What follows belongs to an exercise in optimizing a design on an open flow for small area and a short achievable clock period; a production flow would make more cautious choices.
The RTL was checked by simulation tests, not by an equivalence proof against the original design.
Power and IR drop assume default switching activity.

==> flow/design.v <==
module mips_single( clk, rst, imem_addr, imem_rdata, dmem_addr, dmem_wdata, dmem_we, dmem_re, dmem_rdata );
	input clk, rst;
	output [31:0] imem_addr;
	input  [31:0] imem_rdata;
	output [31:0] dmem_addr, dmem_wdata;
	output dmem_we, dmem_re;
	input  [31:0] dmem_rdata;
	reg [31:2] pc;                  
	reg [31:2] pc4_d;               
	reg [31:0] ins_d;               
	reg [3:0]  s1h_d, s2h_d;        
	reg [7:0]  s1l_d, s2l_d;        
	reg        v_d;                 
	reg [31:0] a_e, b_e;            
	reg [15:0] imm_e;               
	reg [4:0]  wn_e;                
	reg        we_e, mr_e, mw_e;    
	reg        madd_e;              
	reg        isimm_e, inv_e;      
	reg [2:0]  rsel_e;              
	reg [31:0] alu_m, sd_m;         
	reg [4:0]  wn_m;
	reg        we_m, mr_m, mw_m;
	reg        ld_m;                
	reg        dwe;                 
	reg [31:0] wd_w;                
	reg [4:0]  wn_w;
	reg        we_w;
	reg [63:0] hilo;
	reg [4:0]  cnt;                 
	reg [5:0]  stl;                 
	reg        fin;                 
	reg        ya;                  
	reg        yh;                  
	reg        sb;                  
	reg        sl;                  
	reg [31:0] rf [31:1];
	wire [31:2] pc4f = pc + 30'd1;
	wire [5:0] op = ins_d[31:26];
	wire [4:0] rt = ins_d[20:16];
	wire [4:0] rd = ins_d[15:11];
	wire [5:0] fn = ins_d[5:0];
	wire [31:0] rd1, rd2;
	wire [31:1] sel1, sel2;
	genvar gi, gb;
	generate
		for (gi = 1; gi < 32; gi = gi + 1) begin : g_sel
			assign sel1[gi] = s1h_d[gi / 8] & s1l_d[gi % 8];
			assign sel2[gi] = s2h_d[gi / 8] & s2l_d[gi % 8];
		end
		for (gb = 0; gb < 32; gb = gb + 1) begin : g_rd
			wire [31:1] col;
			for (gi = 1; gi < 32; gi = gi + 1) begin : g_col
				assign col[gi] = rf[gi][gb];
			end
			rf_rdbit u1 (.d(col), .s(sel1), .y(rd1[gb]));
			rf_rdbit u2 (.d(col), .s(sel2), .y(rd2[gb]));
		end
	endgenerate
	wire rtyp   = (op == 6'd0) | (op == 6'd28);    
	wire i_addi = (op == 6'd9);
	wire i_lw   = (op == 6'd35);
	wire i_sw   = (op == 6'd43);
	wire i_beq  = (op == 6'd4);
	wire i_j    = (op == 6'd2);
	wire [4:0] wn_d = rtyp ? rd : rt;
	wire we_d  = v_d & (rtyp | i_addi | i_lw) & (wn_d != 5'd0);
	wire mul_d = v_d & rtyp & ~fn[5] & fn[0];
	reg [2:0] rsel_d;
	always @(*) begin
		if (!rtyp)        rsel_d = 3'd0;
		else if (fn[5]) begin
			if (fn[3])      rsel_d = 3'd1;
			else if (fn[2]) rsel_d = fn[0] ? 3'd3 : 3'd2;
			else            rsel_d = 3'd0;
		end
		else if (fn[4])   rsel_d = fn[1] ? 3'd6 : 3'd5;
		else              rsel_d = 3'd4;
	end
	wire inv_d = rtyp & fn[1] & fn[5];    
	wire taken = v_d & i_beq & (rd1 == rd2);
	wire jump  = v_d & i_j;
	wire [31:2] btgt = pc4_d + {{14{ins_d[15]}}, ins_d[15:0]};
	wire [31:2] jtgt = {2'b00, pc4f[31:28], ins_d[23:0]};
	wire [31:0] ain = (a_e & {32{ya}}) | (hilo[63:32] & {32{yh}});
	wire [31:0] bop = ({{16{imm_e[15]}}, imm_e} & {32{isimm_e}}) | (b_e & {32{sb}}) | (hilo[31:0] & {32{sl}});
	wire [32:0] sum = {1'b0, ain} + {1'b0, bop ^ {32{inv_e}}} + {32'd0, inv_e};
	wire [31:0] srl = b_e >> imm_e[10:6];
	reg  [31:0] res;
	always @(*) begin
		case (rsel_e)
			3'd0: res = sum[31:0];
			3'd1: res = {31'd0, sum[31]};
			3'd2: res = a_e & b_e;
			3'd3: res = a_e | b_e;
			3'd4: res = srl;
			3'd5: res = hilo[63:32];
			3'd6: res = hilo[31:0];
			default: res = sum[31:0];
		endcase
	end
	wire last = &cnt;               
	wire stall = stl[0];
	integer k;
	always @(posedge clk) begin
		for (k = 0; k < 6; k = k + 1)
			stl[k] <= ~rst & (stl[k] ? ~last : mul_d);
		fin <= ~rst & stall & last;
		ya  <= rst | (stall ? (~last & b_e[1]) : (~mul_d | rd2[0]));
		yh  <= ~rst & stall & last & madd_e;
		sb  <= rst | (~stall & ~mul_d & rtyp);
		sl  <= ~rst & (stall | (mul_d & ~fn[4]));
		dwe <= ~rst & (stall ? (mw_m & last) : (mw_e & ~mul_d));
		cnt <= (rst | ~stall) ? 5'd0 : cnt + 5'd1;
	end
	always @(posedge clk) begin
		if (rst) begin
			pc <= 30'd0;
		end else if (v_d & i_beq & (rd1 == rd2) & ~stl[1]) begin
			pc <= btgt;
		end else if (!stl[1]) begin
			pc <= jump ? jtgt : pc4f;
		end
	end
	always @(posedge clk) begin
		if (rst) begin
			v_d <= 1'b0;
			we_e <= 1'b0; mr_e <= 1'b0; mw_e <= 1'b0;
			we_m <= 1'b0; mr_m <= 1'b0; mw_m <= 1'b0; ld_m <= 1'b0;
			we_w <= 1'b0;
		end else if (!stl[2]) begin
			v_d <= 1'b1;
			we_e <= we_d; mr_e <= v_d & i_lw; mw_e <= v_d & i_sw;
			we_m <= we_e; mr_m <= mr_e; mw_m <= mw_e; ld_m <= mr_e & we_e;
			we_w <= we_m;
		end
	end
	always @(posedge clk) begin
		if (!stl[1]) begin
			pc4_d <= pc4f;
			ins_d <= imem_rdata;
			s1h_d <= 4'b0001 << imem_rdata[25:24];
			s1l_d <= 8'b00000001 << imem_rdata[23:21];
			s2h_d <= 4'b0001 << imem_rdata[20:19];
			s2l_d <= 8'b00000001 << imem_rdata[18:16];
		end
	end
	always @(posedge clk) begin
		if (!stl[3]) begin
			a_e <= rd1;
			imm_e <= ins_d[15:0];
			wn_e <= wn_d;
			madd_e <= ~fn[4];
			isimm_e <= ~rtyp;
			inv_e <= inv_d;
			rsel_e <= rsel_d;
		end
	end
	always @(posedge clk) begin
		if (stl[3])
			b_e <= {sum[0], b_e[31:1]};
		else
			b_e <= rd2;
	end
	always @(posedge clk) begin
		if (!stl[4]) begin
			alu_m <= res;
			sd_m <= b_e;
			wn_m <= wn_e;
			wd_w <= ld_m ? dmem_rdata : alu_m;
			wn_w <= wn_m;
		end
	end
	always @(posedge clk) begin
		if (rst)
			hilo <= 64'd0;
		else if (stl[5])
			hilo[31:0] <= sum[32:1];
		else if (fin)
			hilo <= {sum[31:0], b_e};
	end
	always @(posedge clk) begin
		if (we_w & ~stl[5])
			rf[wn_w] <= wd_w;
	end
	assign imem_addr  = {pc, 2'b00};
	assign dmem_addr  = alu_m;
	assign dmem_wdata = sd_m;
	assign dmem_we    = dwe;
	assign dmem_re    = mr_m;
endmodule
module rf_rdbit( d, s, y );
	input  [31:1] d, s;
	output y;
	wire [10:0] n;
	genvar k;
	generate
		for (k = 0; k < 10; k = k + 1) begin : g_aoi
			aoi222 u( .a0(d[3*k+1]), .s0(s[3*k+1]), .a1(d[3*k+2]), .s1(s[3*k+2]),
			          .a2(d[3*k+3]), .s2(s[3*k+3]), .y(n[k]) );
		end
	endgenerate
	assign n[10] = ~(d[31] & s[31]);
	assign y = ~&n;
endmodule
module aoi222( a0, s0, a1, s1, a2, s2, y );
	input  a0, s0, a1, s1, a2, s2;
	output y;
	assign y = ~((a0 & s0) | (a1 & s1) | (a2 & s2));
endmodule
clock: 16.0 ns
lec_check: 0
cap_margin: 20
core_margin: 2
core_utilization: 60
slew_margin: 20
synth_hierarchical: 1
run.sh (not shown) runs the stock make flow with config.mk's settings and CLKGATE_MAP_FILE= SYNTH_SCRIPT=/design/flow/synth_recipe.tcl, a recipe that flattens the netlist after the stock synthesis.
Rerun with:
--- a/flow/design.v
+++ b/flow/design.v
@@ -27,16 +27,15 @@
 	reg [4:0]  wn_w;
 	reg        we_w;
 	reg [63:0] hilo;
 	reg [4:0]  cnt;                 
 	reg [5:0]  stl;                 
 	reg        fin;                 
+	reg        xk;                  
 	reg        ya;                  
 	reg        yh;                  
-	reg        sb;                  
-	reg        sl;                  
 	reg [31:0] rf [31:1];
 	wire [31:2] pc4f = pc + 30'd1;
 	wire [5:0] op = ins_d[31:26];
 	wire [4:0] rt = ins_d[20:16];
 	wire [4:0] rd = ins_d[15:11];
 	wire [5:0] fn = ins_d[5:0];
@@ -79,40 +78,41 @@
 	end
 	wire inv_d = rtyp & fn[1] & fn[5];    
 	wire taken = v_d & i_beq & (rd1 == rd2);
 	wire jump  = v_d & i_j;
 	wire [31:2] btgt = pc4_d + {{14{ins_d[15]}}, ins_d[15:0]};
 	wire [31:2] jtgt = {2'b00, pc4f[31:28], ins_d[23:0]};
-	wire [31:0] ain = (a_e & {32{ya}}) | (hilo[63:32] & {32{yh}});
-	wire [31:0] bop = ({{16{imm_e[15]}}, imm_e} & {32{isimm_e}}) | (b_e & {32{sb}}) | (hilo[31:0] & {32{sl}});
-	wire [32:0] sum = {1'b0, ain} + {1'b0, bop ^ {32{inv_e}}} + {32'd0, inv_e};
+	wire [31:0] bop = isimm_e ? {{16{imm_e[15]}}, imm_e} : b_e;
+	wire [31:0] sum = a_e + (bop ^ {32{inv_e}}) + {31'd0, inv_e};
 	wire [31:0] srl = b_e >> imm_e[10:6];
 	reg  [31:0] res;
 	always @(*) begin
 		case (rsel_e)
-			3'd0: res = sum[31:0];
+			3'd0: res = sum;
 			3'd1: res = {31'd0, sum[31]};
 			3'd2: res = a_e & b_e;
 			3'd3: res = a_e | b_e;
 			3'd4: res = srl;
 			3'd5: res = hilo[63:32];
 			3'd6: res = hilo[31:0];
-			default: res = sum[31:0];
+			default: res = sum;
 		endcase
 	end
+	wire [31:0] mx = hilo[31:0] & {32{~xk}};
+	wire [31:0] my = (a_e & {32{ya}}) | (hilo[63:32] & {32{yh}});
+	wire [32:0] msum = {1'b0, mx} + {1'b0, my};
 	wire last = &cnt;               
 	wire stall = stl[0];
 	integer k;
 	always @(posedge clk) begin
 		for (k = 0; k < 6; k = k + 1)
 			stl[k] <= ~rst & (stl[k] ? ~last : mul_d);
 		fin <= ~rst & stall & last;
-		ya  <= rst | (stall ? (~last & b_e[1]) : (~mul_d | rd2[0]));
+		xk  <= ~rst & ~stall & mul_d & fn[4];
+		ya  <= ~rst & (stall ? (~last & b_e[1]) : (mul_d & rd2[0]));
 		yh  <= ~rst & stall & last & madd_e;
-		sb  <= rst | (~stall & ~mul_d & rtyp);
-		sl  <= ~rst & (stall | (mul_d & ~fn[4]));
 		dwe <= ~rst & (stall ? (mw_m & last) : (mw_e & ~mul_d));
 		cnt <= (rst | ~stall) ? 5'd0 : cnt + 5'd1;
 	end
 	always @(posedge clk) begin
 		if (rst) begin
 			pc <= 30'd0;
@@ -155,13 +155,13 @@
 			inv_e <= inv_d;
 			rsel_e <= rsel_d;
 		end
 	end
 	always @(posedge clk) begin
 		if (stl[3])
-			b_e <= {sum[0], b_e[31:1]};
+			b_e <= {msum[0], b_e[31:1]};
 		else
 			b_e <= rd2;
 	end
 	always @(posedge clk) begin
 		if (!stl[4]) begin
 			alu_m <= res;
@@ -172,15 +172,15 @@
 		end
 	end
 	always @(posedge clk) begin
 		if (rst)
 			hilo <= 64'd0;
 		else if (stl[5])
-			hilo[31:0] <= sum[32:1];
+			hilo[31:0] <= msum[32:1];
 		else if (fin)
-			hilo <= {sum[31:0], b_e};
+			hilo <= {msum[31:0], b_e};
 	end
 	always @(posedge clk) begin
 		if (we_w & ~stl[5])
 			rf[wn_w] <= wd_w;
 	end
 	assign imem_addr  = {pc, 2'b00};
After rerunning:
- The changed run completed without violations
- first-iteration DRC count came out lower by 5.4%
- utilization drops by 0.47 points
- clock skew shrinks by 0.0074 ns
- setup slack loses 0.020 ns
- via count grows by 1.6%
- combinational power decreases by 14%
- area after synthesis went up by 2.2%

## the reference run
mips_single, a different RTL version from the one above (not shown whole).
For scale: roughly 4000 cells after synthesis, roughly 160 I/O pins, roughly 60000 sq um of cells after synthesis.
export LEC_CHECK = 0
export CAP_MARGIN = 10
export CORE_MARGIN = 2
export CORE_UTILIZATION = 50
export CTS_CLUSTER_DIAMETER = 100
export CTS_CLUSTER_SIZE = 24
export PLACE_DENSITY = 0.7
export SLEW_MARGIN = 10
export SYNTH_HIERARCHICAL = 1
create_clock -name core_clock -period 16.0 [get_ports {clk}]
standard.sh (not shown) runs the stock make flow with config.mk's settings and CLKGATE_MAP_FILE= SYNTH_SCRIPT=/design/flow/synth_recipe.tcl, a recipe that flattens the netlist after the stock synthesis.
==> flow/flow/run.sh <==
#!/bin/bash
# Own flow: the standard layout (standard synthesis unchanged, same constraints), with
#  - the timing repair steps asked to reach a setup margin, so that they size and buffer the
#    critical paths instead of stopping at the clock period;
#  - every input and output port still buffered, with buf_2 rather than the default delay cell.
# Each tool's log stays under orfs/logs here; make's own output goes to run_make.log.
set -euo pipefail
bash standard.sh SETUP_SLACK_MARGIN=11.5 "BUFFER_PORTS_ARGS=-buffer_cell sky130_fd_sc_hd__buf_2" finish > run_make.log 2>&1
Setup changes, the reference run to the trial run
diff --git a/flow/design.v b/flow/design.v
--- a/flow/design.v
+++ b/flow/design.v
@@ -1,23 +1,22 @@
 module mips_single( clk, rst, imem_addr, imem_rdata, dmem_addr, dmem_wdata, dmem_we, dmem_re, dmem_rdata );
 	input clk, rst;
 	output [31:0] imem_addr;
 	input  [31:0] imem_rdata;
 	output [31:0] dmem_addr, dmem_wdata;
 	output dmem_we, dmem_re;
 	input  [31:0] dmem_rdata;
 	reg [31:2] pc;                  
 	reg [31:2] pc4_d;               
 	reg [31:0] ins_d;               
-	reg [3:0]  s1h_d, s2h_d;        
-	reg [7:0]  s1l_d, s2l_d;        
+	reg [31:1] sel1, sel2;          
 	reg        v_d;                 
 	reg [31:0] a_e, b_e;            
 	reg [15:0] imm_e;               
 	reg [4:0]  wn_e;                
 	reg        we_e, mr_e, mw_e;    
 	reg        madd_e;              
 	reg        isimm_e, inv_e;      
 	reg [2:0]  rsel_e;              
 	reg [31:0] alu_m, sd_m;         
 	reg [4:0]  wn_m;
 	reg        we_m, mr_m, mw_m;
@@ -28,34 +27,39 @@
 	reg        we_w;
 	reg [63:0] hilo;                
 	reg        hz;                  
 	reg [4:0]  cnt;                 
 	reg [5:0]  stl;                 
 	reg        fin;                 
 	reg        ya;                  
 	reg        yh;                  
 	reg        sb;                  
 	reg        sl;                  
 	reg [31:0] rf [31:1];
+	function [31:1] dec31;
+		input [4:0] r;
+		integer q;
+		begin
+			for (q = 1; q < 32; q = q + 1)
+				dec31[q] = (r == q);
+		end
+	endfunction
 	wire [31:2] pc4f = pc + 30'd1;
 	wire [5:0] op = ins_d[31:26];
 	wire [4:0] rt = ins_d[20:16];
 	wire [4:0] rd = ins_d[15:11];
 	wire [5:0] fn = ins_d[5:0];
 	wire [31:0] rd1, rd2;
-	wire [31:1] sel1, sel2;
 	genvar gi, gb;
 	generate
 		for (gi = 1; gi < 32; gi = gi + 1) begin : g_sel
-			assign sel1[gi] = s1h_d[gi / 8] & s1l_d[gi % 8];
-			assign sel2[gi] = s2h_d[gi / 8] & s2l_d[gi % 8];
 		end
 		for (gb = 0; gb < 32; gb = gb + 1) begin : g_rd
 			wire [31:1] col;
 			for (gi = 1; gi < 32; gi = gi + 1) begin : g_col
 				assign col[gi] = rf[gi][gb];
 			end
 			rf_rdbit u1 (.d(col), .s(sel1), .y(rd1[gb]));
 			rf_rdbit u2 (.d(col), .s(sel2), .y(rd2[gb]));
 		end
 	endgenerate
 	wire rtyp   = (op == 6'd0) | (op == 6'd28);    
@@ -139,28 +143,26 @@
 			we_w <= we_m;
 		end
 	end
 	always @(posedge clk) begin
 		if (!stl[1]) begin
 			pc4_d <= pc4f;
 			ins_d <= imem_rdata;
 		end
 	end
 	always @(posedge clk) begin
 		if (rst) begin
-			s1h_d <= 4'd0; s1l_d <= 8'd0; s2h_d <= 4'd0; s2l_d <= 8'd0;
+			sel1 <= 31'd0; sel2 <= 31'd0;
 		end else if (!stl[1]) begin
-			s1h_d <= 4'b0001 << imem_rdata[25:24];
-			s1l_d <= 8'b00000001 << imem_rdata[23:21];
-			s2h_d <= 4'b0001 << imem_rdata[20:19];
-			s2l_d <= 8'b00000001 << imem_rdata[18:16];
+			sel1 <= dec31(imem_rdata[25:21]);
+			sel2 <= dec31(imem_rdata[20:16]);
 		end
 	end
 	always @(posedge clk) begin
 		if (!stl[3]) begin
 			a_e <= rd1;
 			madd_e <= ~fn[4];
 			isimm_e <= ~rtyp;
 			inv_e <= inv_d;
 			rsel_e <= rsel_d;
 		end
 	end
- On total wire length: the trial run sits above the reference run.
- Maximum number of pins on one net before global-route repair went up by more than 10% going from the reference run to the trial run.
- From the reference run to the trial run the numbers moved as follows: sequential cell count increased 2.7%; power now sits higher; die boundary width went up about 0.5%; final period utilization +0.20 points.
- Setup slack in the trial run is smaller than in the reference run.
- The reference run has lower number of nets in the layout than the trial run.
- Comparing the trial run and the reference run, the lower number of antenna violations at the first check in global routing is on the reference run.
- The higher fraction of met2 tracks used by global routing of the trial run and the reference run is in the trial run.
- Looking at worst-path cell with the longest stage delay, the sky130_fd_sc_hd__dfxtp_1 result is from the reference run; the sky130_fd_sc_hd__a2111o_1 one comes from the trial run.
- In the trial run, part of the total power dissipated in the clock network is lower than in the reference run.

==> what the ideal ports hide <==
Ports are ideal in the flow. The routed layouts listed here were re-timed in OpenROAD.
Step 1 sets driving cells, clkbuf_16 on the clock port and buf_2 on the other inputs (assumed; they add their load-dependent delay and slew).
Step 2 moves the port delays by t, midway between the first and last clock arrival at a register: inputs arrive t later, outputs are due t later. That takes back most of the time a late clock gives input paths.
Slacks: ideal / step 1 / step 2; pairs: ideal / step 1.
run | t, ns | slack for setup (ns) | slew at the worst register clock pin (ns) | worst slew at a driven data input, ns | cell pins on the clock port's net
the first run of note 1 | 0.826 | 10.583 / 10.583 / 10.583 | 0.07 / 0.07 | 0.09 | 1
the second run of note 1 | 0.849 | 10.563 / 10.488 / 10.812 | 0.07 / 0.07 | 0.15 | 1
the reference run | 0.762 | 11.518 / 11.441 / 10.914 | 0.11 / 0.11 | 0.06 | 1
the trial run | 0.755 | 11.486 / 11.427 / 11.023 | 0.10 / 0.10 | 0.15 | 1
After both steps every run listed still meets setup and hold. For the reference run, which loses most, drivers alone change the setup slack by -0.077 ns; drivers and shift together by -0.604 ns.
